Source: an optimization exercise on an open RTL-to-GDS flow (aim: small area). Production flows keep margins and buffers that such runs may drop.
Function was checked by simulation only, so behaviour that the tests miss may differ from the original.
No driver is modelled on the clock port, so clock power and skew are understated where the tree is cut down; a real chip needs a root buffer or a tree.
Power and IR drop assume default switching activity.

rev 12:
==> flow/design.v <==
module testcounter(clk,rst,sw1,sw2,sw3,sw4,teststart,teststop1,teststop2,
                   teststop3,teststop4,led,clkout);
  input clk;
  input rst;
  input sw1;
  input sw2;
  input sw3;
  input sw4;
  output [4:0] led;
  output teststart;
  output teststop1;
  output teststop2;
  output teststop3;
  output teststop4;
  output clkout;
  localparam [11:0] DB_RST  = 12'h1b7;
  localparam [11:0] DB_LOAD = 12'h275;
  reg [11:0] q1;
  reg [11:0] q2;
  wire [11:0] shift1 = q1 ^ DB_RST;
  wire [11:0] shift2 = q2 ^ DB_RST;
  wire z1 = ~|shift1[10:0];
  wire z2 = ~|shift2[10:0];
  wire fb1 = (shift1[11] ^ shift1[7] ^ shift1[1] ^ shift1[0]) & ~z1;
  wire fb2 = (shift2[11] ^ shift2[7] ^ shift2[1] ^ shift2[0]) & ~z2;
  wire sw3_sync = shift1[11] & z1;
  wire sw2_sync = shift2[11] & z2;
  always @(posedge clk or posedge rst)
    if (rst)       q1 <= 12'd0;
    else if (~sw3) q1 <= DB_LOAD ^ DB_RST;
    else           q1 <= {shift1[10:0], fb1} ^ DB_RST;
  always @(posedge clk or posedge rst)
    if (rst)       q2 <= 12'd0;
    else if (~sw2) q2 <= DB_LOAD ^ DB_RST;
    else           q2 <= {shift2[10:0], fb2} ^ DB_RST;
  localparam [1:0] S0 = 2'd0, S1 = 2'd1, S2 = 2'd2, S3 = 2'd3;
  reg [1:0] cs;
  reg [21:0] test1;
  reg trig_pulse;
  reg first;                        
  wire bump = (cs == S3) & ~test1[20];
  wire keep_hi = (cs == S2) & ~first;
  wire [17:0] lo_nx = {1'b0, test1[16:0]} + {17'd0, ~(test1[21] & test1[20])};
  always @(posedge clk or posedge rst)
    if (rst) test1 <= 22'd0;
    else if (trig_pulse) begin
      test1[16:0]  <= 17'd0;
      test1[21:17] <= keep_hi ? test1[21:17] : 5'd0;
    end else begin
      test1[16:0]  <= lo_nx[16:0];
      test1[21:17] <= test1[21:17] + {4'd0, lo_nx[17] | bump};
    end
  wire masked = trig_pulse ? ~first : cs[1];
  wire [4:0] hi = masked ? 5'd0 : test1[21:17];
  wire [21:0] t = {hi, test1[16:0]};
  wire time_5sec = ~trig_pulse & test1[16] & test1[15];
  always @(posedge clk or posedge rst)
    if (rst) begin
      cs <= S0;
      trig_pulse <= 1'b0;
      first <= 1'b0;
    end else begin
      trig_pulse <= cs[0];
      first <= (cs == S1);
      case (cs)
        S0: if (sw3_sync) cs <= S1;
        S1: cs <= sw4 ? S0 : S2;
        S2: if (time_5sec) cs <= S3;
        S3: cs <= test1[20] ? S0 : S2;
      endcase
    end
  reg [2:0] cnt;
  always @(negedge clk or posedge rst)
    if (rst)             cnt <= 3'd0;
    else if (cnt == 3'd5) cnt <= 3'd0;
    else if (sw2_sync)   cnt <= cnt + 3'd1;
  reg [21:0] value;
  always @(*)
    case ({~sw1, cnt})
      4'd0:  value = 22'd25;
      4'd1:  value = 22'd125;
      4'd2:  value = 22'd250;
      4'd3:  value = 22'd1250;
      4'd4:  value = 22'd2250;
      4'd8:  value = 22'd25000;
      4'd9:  value = 22'd125000;
      4'd10: value = 22'd250000;
      4'd11: value = 22'd1250000;
      4'd12: value = 22'd2250000;
      default: value = 22'd25;
    endcase
  reg teststart1;
  reg teststop;
  wire [21:0] start_pt = teststart1 ? 22'd90 : 22'd80;
  wire [21:0] stop_pt  = value + (teststop ? 22'd90 : 22'd80);
  always @(negedge clk or posedge rst)
    if (rst) teststart1 <= 1'b0;
    else     teststart1 <= teststart1 ^ (t == start_pt);
  always @(negedge clk or posedge rst)
    if (rst) teststop <= 1'b0;
    else     teststop <= teststop ^ (t == stop_pt);
  assign clkout    = trig_pulse;
  assign teststart = teststart1;
  assign teststop1 = teststop;
  assign teststop2 = teststop;
  assign teststop3 = teststop;
  assign teststop4 = teststop;
  wire blank = cs[1] & ~trig_pulse & test1[14];
  assign led[0] = ((cnt == 3'd0) | (cnt == 3'd5)) & ~blank;
  assign led[1] = (cnt == 3'd1) & ~blank;
  assign led[2] = (cnt == 3'd2) & ~blank;
  assign led[3] = (cnt == 3'd3) & ~blank;
  assign led[4] = (cnt == 3'd4) & ~blank;
endmodule
Settings: LEC_CHECK=0, CAP_MARGIN=20, CORE_MARGIN=2, CORE_UTILIZATION=85, PLACE_DENSITY=0.92, SLEW_MARGIN=20; clock period 20.0 ns.
standard.sh (not shown) runs the stock make flow with config.mk's settings and CLKGATE_MAP_FILE= SYNTH_SCRIPT=/design/flow/synth_recipe.tcl, a recipe that flattens the netlist after the stock synthesis.
==> flow/flow/run.sh <==
#!/bin/bash
# Layout flow:
#  1. the standard synthesis (standard.sh synth);
#  2. a second run of the same ORFS synthesis script in a separate folder,
#     without the adder-extraction step and with an area-oriented ABC script;
#     used only if its flip-flops are exactly the standard synthesis's
#     (same instance names and cells);
#  3. the combinational gates of each netlist mapped again with several ABC
#     scripts, flip-flops left as they are; the smallest result is kept;
#  4. the standard ORFS floorplan and placement, with minimum-size port buffers;
#  5. ORFS's CTS step with TritonCTS replaced by a small clock tree: the clock
#     port drives a few clock buffers, each driving one cluster of flip-flops;
#  6. the standard ORFS flow from global routing to finish.
# Each tool's output goes to a log_*.txt file in the work folder.
set -euo pipefail
W=$(pwd)
F=$W/flow
R=$W/orfs/results/$FLOW_PLATFORM/testcounter/base
LIB=$FLOW_HOME/platforms/$FLOW_PLATFORM/lib/sky130_fd_sc_hd__tt_025C_1v80.lib
YOSYS=$(command -v yosys || echo "$FLOW_HOME/../tools/install/yosys/bin/yosys")
KNOBS=("BUFFER_PORTS_ARGS=-buffer_cell sky130_fd_sc_hd__buf_1")

bash standard.sh synth > $W/log_synth_std.txt 2>&1
cp $R/1_2_yosys.v $W/synth_std.v

# alternative synthesis
rm -rf $W/scripts_syn $W/orfs_alt
cp -r $FLOW_HOME/scripts $W/scripts_syn
cp $F/synth_area.abc $W/scripts_syn/abc_area.script
( make -C $FLOW_HOME DESIGN_CONFIG=$W/config.mk WORK_HOME=$W/orfs_alt SYNTH_SCRIPT=$W/synth_recipe.tcl \
    SCRIPTS_DIR=$W/scripts_syn ABC_AREA=1 ADDER_MAP_FILE= CLKGATE_MAP_FILE= \
    $W/orfs_alt/results/$FLOW_PLATFORM/testcounter/base/1_2_yosys.v > $W/log_synth_alt.txt 2>&1 || true )
INPUTS=(std)
ALT=$W/orfs_alt/results/$FLOW_PLATFORM/testcounter/base/1_2_yosys.v
if [[ -f $ALT ]]; then
  cp $ALT $W/synth_alt.v
  python3 $F/ffcheck.py $W/synth_std.v $W/synth_alt.v > $W/log_ffcheck_alt.txt 2>&1 || true
  if grep -qx same $W/log_ffcheck_alt.txt; then INPUTS+=(alt); fi
fi

python3 $F/gencells.py $LIB > $W/cellfuncs.v 2> $W/log_gencells.txt
export REMAP_LIB=$LIB REMAP_TOP=$FLOW_TOP REMAP_CELLS=$W/cellfuncs.v
export REMAP_DONT_USE="$(sed -n '/DONT_USE_CELLS/,/^$/p' $FLOW_HOME/platforms/$FLOW_PLATFORM/config.mk | grep -o 'sky130_fd_sc_hd__[a-z0-9_]*' | tr '\n' ' ')"
for I in "${INPUTS[@]}"; do
  for A in $F/abc*.abc; do
    n=${I}_$(basename $A .abc)
    ( REMAP_IN=$W/synth_$I.v REMAP_ABC=$A REMAP_STAT=$W/remap_stat_$n.txt REMAP_OUT=$W/synth_remap_$n.v \
        $YOSYS -c $F/remap.tcl > $W/log_remap_$n.txt 2>&1 || true ) &
  done
done
wait
best=""; bestarea=""
for f in $W/remap_stat_*.txt; do
  n=$(basename $f .txt); n=${n#remap_stat_}
  a=$(grep -h "Chip area" $f 2>/dev/null | awk '{print $NF}' || true)
  [[ -n "$a" && -f $W/synth_remap_$n.v ]] || continue
  s=$(python3 $F/ffcheck.py $W/synth_std.v $W/synth_remap_$n.v)
  [[ "$s" == same ]] || continue
  if [[ -z "$bestarea" ]] || awk "BEGIN{exit !($a < $bestarea)}"; then best=$n; bestarea=$a; fi
done
echo "remap: inputs ${INPUTS[*]}; best $best area $bestarea" > $W/log_remap_choice.txt
if [[ -n "$best" ]]; then cp $W/synth_remap_$best.v $R/1_2_yosys.v; touch $R/1_2_yosys.v; fi

bash standard.sh "${KNOBS[@]}" place > $W/log_place.txt 2>&1

# CTS step with the manual clock tree in place of clock_tree_synthesis
rm -rf $W/scripts_cts
cp -r $FLOW_HOME/scripts $W/scripts_cts
sed -i 's|^log_cmd clock_tree_synthesis {\*}$cts_args$|source $::env(MANUAL_CTS_TCL)\nset_propagated_clock [all_clocks]|' $W/scripts_cts/cts.tcl
grep -q MANUAL_CTS_TCL $W/scripts_cts/cts.tcl
export MANUAL_CTS_TCL=$F/clocktree.tcl CLKNET_NAME=clk
export CLKBUF_CELL=${CLKBUF_CELL:-sky130_fd_sc_hd__clkbuf_8} CLKBUF_N=${CLKBUF_N:-4}
bash standard.sh "${KNOBS[@]}" SCRIPTS_DIR=$W/scripts_cts do-4_1_cts do-4_cts > $W/log_cts.txt 2>&1

bash standard.sh "${KNOBS[@]}" finish > $W/log_finish.txt 2>&1
==> flow/flow/clocktree.tcl <==
# Manual clock tree: the clock port drives CLKBUF_N buffers directly, each
# driving one cluster of clock sinks (k-means on sink locations) from the
# cluster's centroid.
set block [ord::get_db_block]
set clknet [$block findNet $::env(CLKNET_NAME)]
set master [[ord::get_db] findMaster $::env(CLKBUF_CELL)]
set k $::env(CLKBUF_N)
set sinks {}
foreach it [$clknet getITerms] {
  if {[$it isInputSignal] || 1} {
    set bb [[$it getInst] getBBox]
    lappend sinks [list $it [expr {([$bb xMin] + [$bb xMax]) / 2.0}] [expr {([$bb yMin] + [$bb yMax]) / 2.0}]]
  }
}
set n [llength $sinks]
# initial centres: sinks spread along the sorted-by-x order
set sorted [lsort -real -index 1 $sinks]
set cx {}; set cy {}
for {set c 0} {$c < $k} {incr c} {
  set s [lindex $sorted [expr {int(($c + 0.5) * $n / $k)}]]
  lappend cx [lindex $s 1]; lappend cy [lindex $s 2]
}
for {set iter 0} {$iter < 50} {incr iter} {
  set assign {}
  foreach s $sinks {
    set best 0; set bd 1e30
    for {set c 0} {$c < $k} {incr c} {
      set d [expr {abs([lindex $s 1] - [lindex $cx $c]) + abs([lindex $s 2] - [lindex $cy $c])}]
      if {$d < $bd} {set bd $d; set best $c}
    }
    lappend assign $best
  }
  set nx {}; set ny {}
  for {set c 0} {$c < $k} {incr c} {
    set sx 0; set sy 0; set m 0
    foreach s $sinks a $assign {
      if {$a == $c} { set sx [expr {$sx + [lindex $s 1]}]; set sy [expr {$sy + [lindex $s 2]}]; incr m }
    }
    if {$m > 0} { lappend nx [expr {$sx / $m}]; lappend ny [expr {$sy / $m}] } else { lappend nx [lindex $cx $c]; lappend ny [lindex $cy $c] }
  }
  set cx $nx; set cy $ny
}
for {set c 0} {$c < $k} {incr c} {
  set inst [odb::dbInst_create $block $master clkbuf_m$c]
  set net [odb::dbNet_create $block clknet_m$c]
  $net setSigType CLOCK
  set m 0
  foreach s $sinks a $assign {
    if {$a == $c} { set it [lindex $s 0]; $it disconnect; $it connect $net; incr m }
  }
  [$inst findITerm A] connect $clknet
  [$inst findITerm X] connect $net
  $inst setLocation [expr {int([lindex $cx $c])}] [expr {int([lindex $cy $c])}]
  $inst setPlacementStatus PLACED
  puts "clock buffer clkbuf_m$c drives $m sinks"
}
Other scripts of this flow, unchanged in this note and not shown: flow/flow/abc1.abc, flow/flow/abc2.abc, flow/flow/abc3.abc, flow/flow/ffcheck.py, flow/flow/gencells.py, flow/flow/remap.tcl, flow/flow/synth_area.abc
Tool error GPL-0301 stopped rev 12 during global placement; no final results.
Edits applied to the flow inputs when going from rev 12 to rev 13:
-- flow/flow/run.sh --
<<< rev 12, line 71
export MANUAL_CTS_TCL=$F/clocktree.tcl CLKNET_NAME=clk
export CLKBUF_CELL=${CLKBUF_CELL:-sky130_fd_sc_hd__clkbuf_8} CLKBUF_N=${CLKBUF_N:-4}
bash standard.sh "${KNOBS[@]}" SCRIPTS_DIR=$W/scripts_cts do-4_1_cts do-4_cts > $W/log_cts.txt 2>&1
>>> rev 13, line 71
export MANUAL_CTS_TCL=$F/clocktree.tcl CLKNET_NAME=clk
export CLKBUF_CELL=${CLKBUF_CELL:-sky130_fd_sc_hd__clkbuf_8} CLKBUF_N=${CLKBUF_N:-3}
bash standard.sh "${KNOBS[@]}" SCRIPTS_DIR=$W/scripts_cts do-4_1_cts do-4_cts > $W/log_cts.txt 2>&1
In summary, rev 13 completed successfully, with a layout that passed the timing, DRC and antenna checks. Reported for rev 13 and rev 12, top-level I/O count turned out identical to the last digit. Min instance count of the mapped netlist across rev 13 and rev 12: rev 13. The initial core utilization was comparable across rev 13 and rev 12. Going from rev 12 to rev 13, the width of the die was found to have gone down by about 0.4%. The average cell area after synthesis of rev 13 exceeds that of rev 12 by about 4%. Diff rev 13 and rev 12: overall die height higher in rev 12. Rev 12 -> rev 13: total standard cell area after synthesis decreased slightly.
In rev 13 the design's own scripts or RTL, not TritonCTS, make the clock network.

---

testcounter, a different RTL version from the one above (not shown whole).
Size in the first run: about 400 cells after synthesis, ~58 flip-flops, roughly 17 I/O pins, ~0.0037 mm² of cells after synthesis.
==> flow/design.v (excerpt) <==
module testcounter(clk,rst,sw1,sw2,sw3,sw4,teststart,teststop1,teststop2,
                   teststop3,teststop4,led,clkout);
Settings: LEC_CHECK=0, CAP_MARGIN=20, CORE_MARGIN=2, CORE_UTILIZATION=40, SLEW_MARGIN=20; clock period 20.0 ns.
run.sh (not shown) runs the stock make flow with config.mk's settings and CLKGATE_MAP_FILE= SYNTH_SCRIPT=/design/flow/synth_recipe.tcl, a recipe that flattens the netlist after the stock synthesis.
Stock flow here: none of the scripts above is used.
Edit:
- ABC_AREA: unset -> 1
- CORE_UTILIZATION: 40 -> 75
- PLACE_DENSITY: unset -> 0.85
=> The new run passed the timing, DRC and antenna checks. Sequential share of layout area rose by 0.12 points. Non-clock buffer count fell by 1. Flip-flop and latch count is unchanged. Final cell count rose by 9.2%. Via count rose by 15%. Die area fell by 46%.

---

Another version of the RTL of testcounter (not shown whole).
Size: ~300 cells after synthesis, roughly 17 I/O pins, ~0.0026 mm^2 of cells after synthesis.
## testcounter
module testcounter(clk,rst,sw1,sw2,sw3,sw4,teststart,teststop1,teststop2,
                   teststop3,teststop4,led,clkout);
Settings: LEC_CHECK=0, CAP_MARGIN=20, CORE_MARGIN=2, CORE_UTILIZATION=80, PLACE_DENSITY=0.9, SLEW_MARGIN=20; clock period 20.0 ns.
standard.sh (not shown) runs the stock make flow with config.mk's settings and CLKGATE_MAP_FILE= SYNTH_SCRIPT=/design/flow/synth_recipe.tcl, a recipe that flattens the netlist after the stock synthesis.
==> flow/flow/run.sh <==
#!/bin/bash
# Layout flow:
#  1. the standard synthesis (standard.sh synth);
#  2. a second run of the same ORFS synthesis script in a separate folder,
#     without the adder-extraction step and with an area-oriented ABC script;
#     used only if its flip-flops are exactly the standard synthesis's
#     (same instance names and cells);
#  3. the combinational gates of each netlist mapped again with several ABC
#     scripts, flip-flops left as they are, then the smallest result mapped
#     again with a few more; the smallest result is kept;
#  4. the standard ORFS floorplan and placement, with minimum-size port buffers;
#  5. ORFS's CTS step with TritonCTS replaced by a small clock tree: the clock
#     port drives a few clock buffers, each driving one cluster of flip-flops;
#  6. the standard ORFS flow from global routing to finish.
# Each tool's output goes to a log_*.txt file in the work folder.
set -euo pipefail
W=$(pwd)
F=$W/flow
R=$W/orfs/results/$FLOW_PLATFORM/testcounter/base
LIB=$FLOW_HOME/platforms/$FLOW_PLATFORM/lib/sky130_fd_sc_hd__tt_025C_1v80.lib
YOSYS=$(command -v yosys || echo "$FLOW_HOME/../tools/install/yosys/bin/yosys")
KNOBS=("BUFFER_PORTS_ARGS=-buffer_cell sky130_fd_sc_hd__buf_1")

bash standard.sh synth > $W/log_synth_std.txt 2>&1
cp $R/1_2_yosys.v $W/synth_std.v

# alternative synthesis
rm -rf $W/scripts_syn $W/orfs_alt
cp -r $FLOW_HOME/scripts $W/scripts_syn
cp $F/synth_area.abc $W/scripts_syn/abc_area.script
( make -C $FLOW_HOME DESIGN_CONFIG=$W/config.mk WORK_HOME=$W/orfs_alt SYNTH_SCRIPT=$W/synth_recipe.tcl \
    SCRIPTS_DIR=$W/scripts_syn ABC_AREA=1 ADDER_MAP_FILE= CLKGATE_MAP_FILE= \
    $W/orfs_alt/results/$FLOW_PLATFORM/testcounter/base/1_2_yosys.v > $W/log_synth_alt.txt 2>&1 || true )
INPUTS=(std)
ALT=$W/orfs_alt/results/$FLOW_PLATFORM/testcounter/base/1_2_yosys.v
if [[ -f $ALT ]]; then
  cp $ALT $W/synth_alt.v
  python3 $F/ffcheck.py $W/synth_std.v $W/synth_alt.v > $W/log_ffcheck_alt.txt 2>&1 || true
  if grep -qx same $W/log_ffcheck_alt.txt; then INPUTS+=(alt); fi
fi

python3 $F/gencells.py $LIB > $W/cellfuncs.v 2> $W/log_gencells.txt
export REMAP_LIB=$LIB REMAP_TOP=$FLOW_TOP REMAP_CELLS=$W/cellfuncs.v
export REMAP_DONT_USE="$(sed -n '/DONT_USE_CELLS/,/^$/p' $FLOW_HOME/platforms/$FLOW_PLATFORM/config.mk | grep -o 'sky130_fd_sc_hd__[a-z0-9_]*' | tr '\n' ' ')"
remap_one() {  # remap_one INPUT SCRIPT
  local n=${1}_$(basename $2 .abc)
  REMAP_IN=$W/synth_$1.v REMAP_ABC=$2 REMAP_STAT=$W/remap_stat_$n.txt REMAP_OUT=$W/synth_remap_$n.v \
    $YOSYS -c $F/remap.tcl > $W/log_remap_$n.txt 2>&1 || true
}
export -f remap_one
export W F YOSYS
for I in "${INPUTS[@]}"; do for A in $F/abc*.abc; do echo "$I $A"; done; done | \
  xargs -P ${NUM_CORES:-4} -L 1 bash -c 'remap_one $0 $1'
pick_best() {  # sets best/bestarea from the remap_stat_*.txt files
  best=""; bestarea=""
  for f in $W/remap_stat_*.txt; do
    n=$(basename $f .txt); n=${n#remap_stat_}
    a=$(grep -h "Chip area" $f 2>/dev/null | awk '{print $NF}' || true)
    [[ -n "$a" && -f $W/synth_remap_$n.v ]] || continue
    s=$(python3 $F/ffcheck.py $W/synth_std.v $W/synth_remap_$n.v)
    [[ "$s" == same ]] || continue
    if [[ -z "$bestarea" ]] || awk "BEGIN{exit !($a < $bestarea)}"; then best=$n; bestarea=$a; fi
  done
}
pick_best
echo "remap: inputs ${INPUTS[*]}; best $best area $bestarea" > $W/log_remap_choice.txt
# second round: the best netlist mapped again with other ABC seeds
if [[ -n "$best" ]]; then
  cp $W/synth_remap_$best.v $W/synth_r1.v
  for A in $F/again_*.abc; do echo "r1 $A"; done | xargs -P ${NUM_CORES:-4} -L 1 bash -c 'remap_one $0 $1'
  pick_best
  echo "round 2: best $best area $bestarea" >> $W/log_remap_choice.txt
fi
if [[ -n "$best" ]]; then cp $W/synth_remap_$best.v $R/1_2_yosys.v; touch $R/1_2_yosys.v; fi

bash standard.sh "${KNOBS[@]}" place > $W/log_place.txt 2>&1

# CTS step with the manual clock tree in place of clock_tree_synthesis
rm -rf $W/scripts_cts
cp -r $FLOW_HOME/scripts $W/scripts_cts
sed -i 's|^log_cmd clock_tree_synthesis {\*}$cts_args$|source $::env(MANUAL_CTS_TCL)\nset_propagated_clock [all_clocks]|' $W/scripts_cts/cts.tcl
grep -q MANUAL_CTS_TCL $W/scripts_cts/cts.tcl
export MANUAL_CTS_TCL=$F/clocktree.tcl CLKNET_NAME=clk
export CLKBUF_CELL=${CLKBUF_CELL:-sky130_fd_sc_hd__clkbuf_8} CLKBUF_N=${CLKBUF_N:-3}
bash standard.sh "${KNOBS[@]}" SCRIPTS_DIR=$W/scripts_cts do-4_1_cts do-4_cts > $W/log_cts.txt 2>&1

bash standard.sh "${KNOBS[@]}" finish > $W/log_finish.txt 2>&1
Scripts as last shown in full above: flow/flow/clocktree.tcl
Other scripts of this flow, unchanged in this note and not shown: flow/flow/abc1.abc, flow/flow/abc3.abc, flow/flow/abc4.abc, flow/flow/abc5.abc, flow/flow/abc6.abc, flow/flow/abc7.abc, flow/flow/abc8.abc, flow/flow/again_23.abc, flow/flow/again_24.abc, flow/flow/again_25.abc, flow/flow/again_26.abc, flow/flow/ffcheck.py, flow/flow/gencells.py, flow/flow/remap.tcl, flow/flow/synth_area.abc
The baseline produced a clean layout.
Change:
--- a/flow/flow/run.sh
+++ b/flow/flow/run.sh
@@ -84 +84 @@
-export CLKBUF_CELL=${CLKBUF_CELL:-sky130_fd_sc_hd__clkbuf_8} CLKBUF_N=${CLKBUF_N:-3}
+export CLKBUF_CELL=${CLKBUF_CELL:-sky130_fd_sc_hd__clkbuf_8} CLKBUF_N=${CLKBUF_N:-4}
Critical path depth stays the same; synthesized area is unchanged; routed wire length came out higher by 3.9%; clock power grows by 19%.
No run of this note takes its clock network from TritonCTS; it comes from the design's own scripts or RTL.
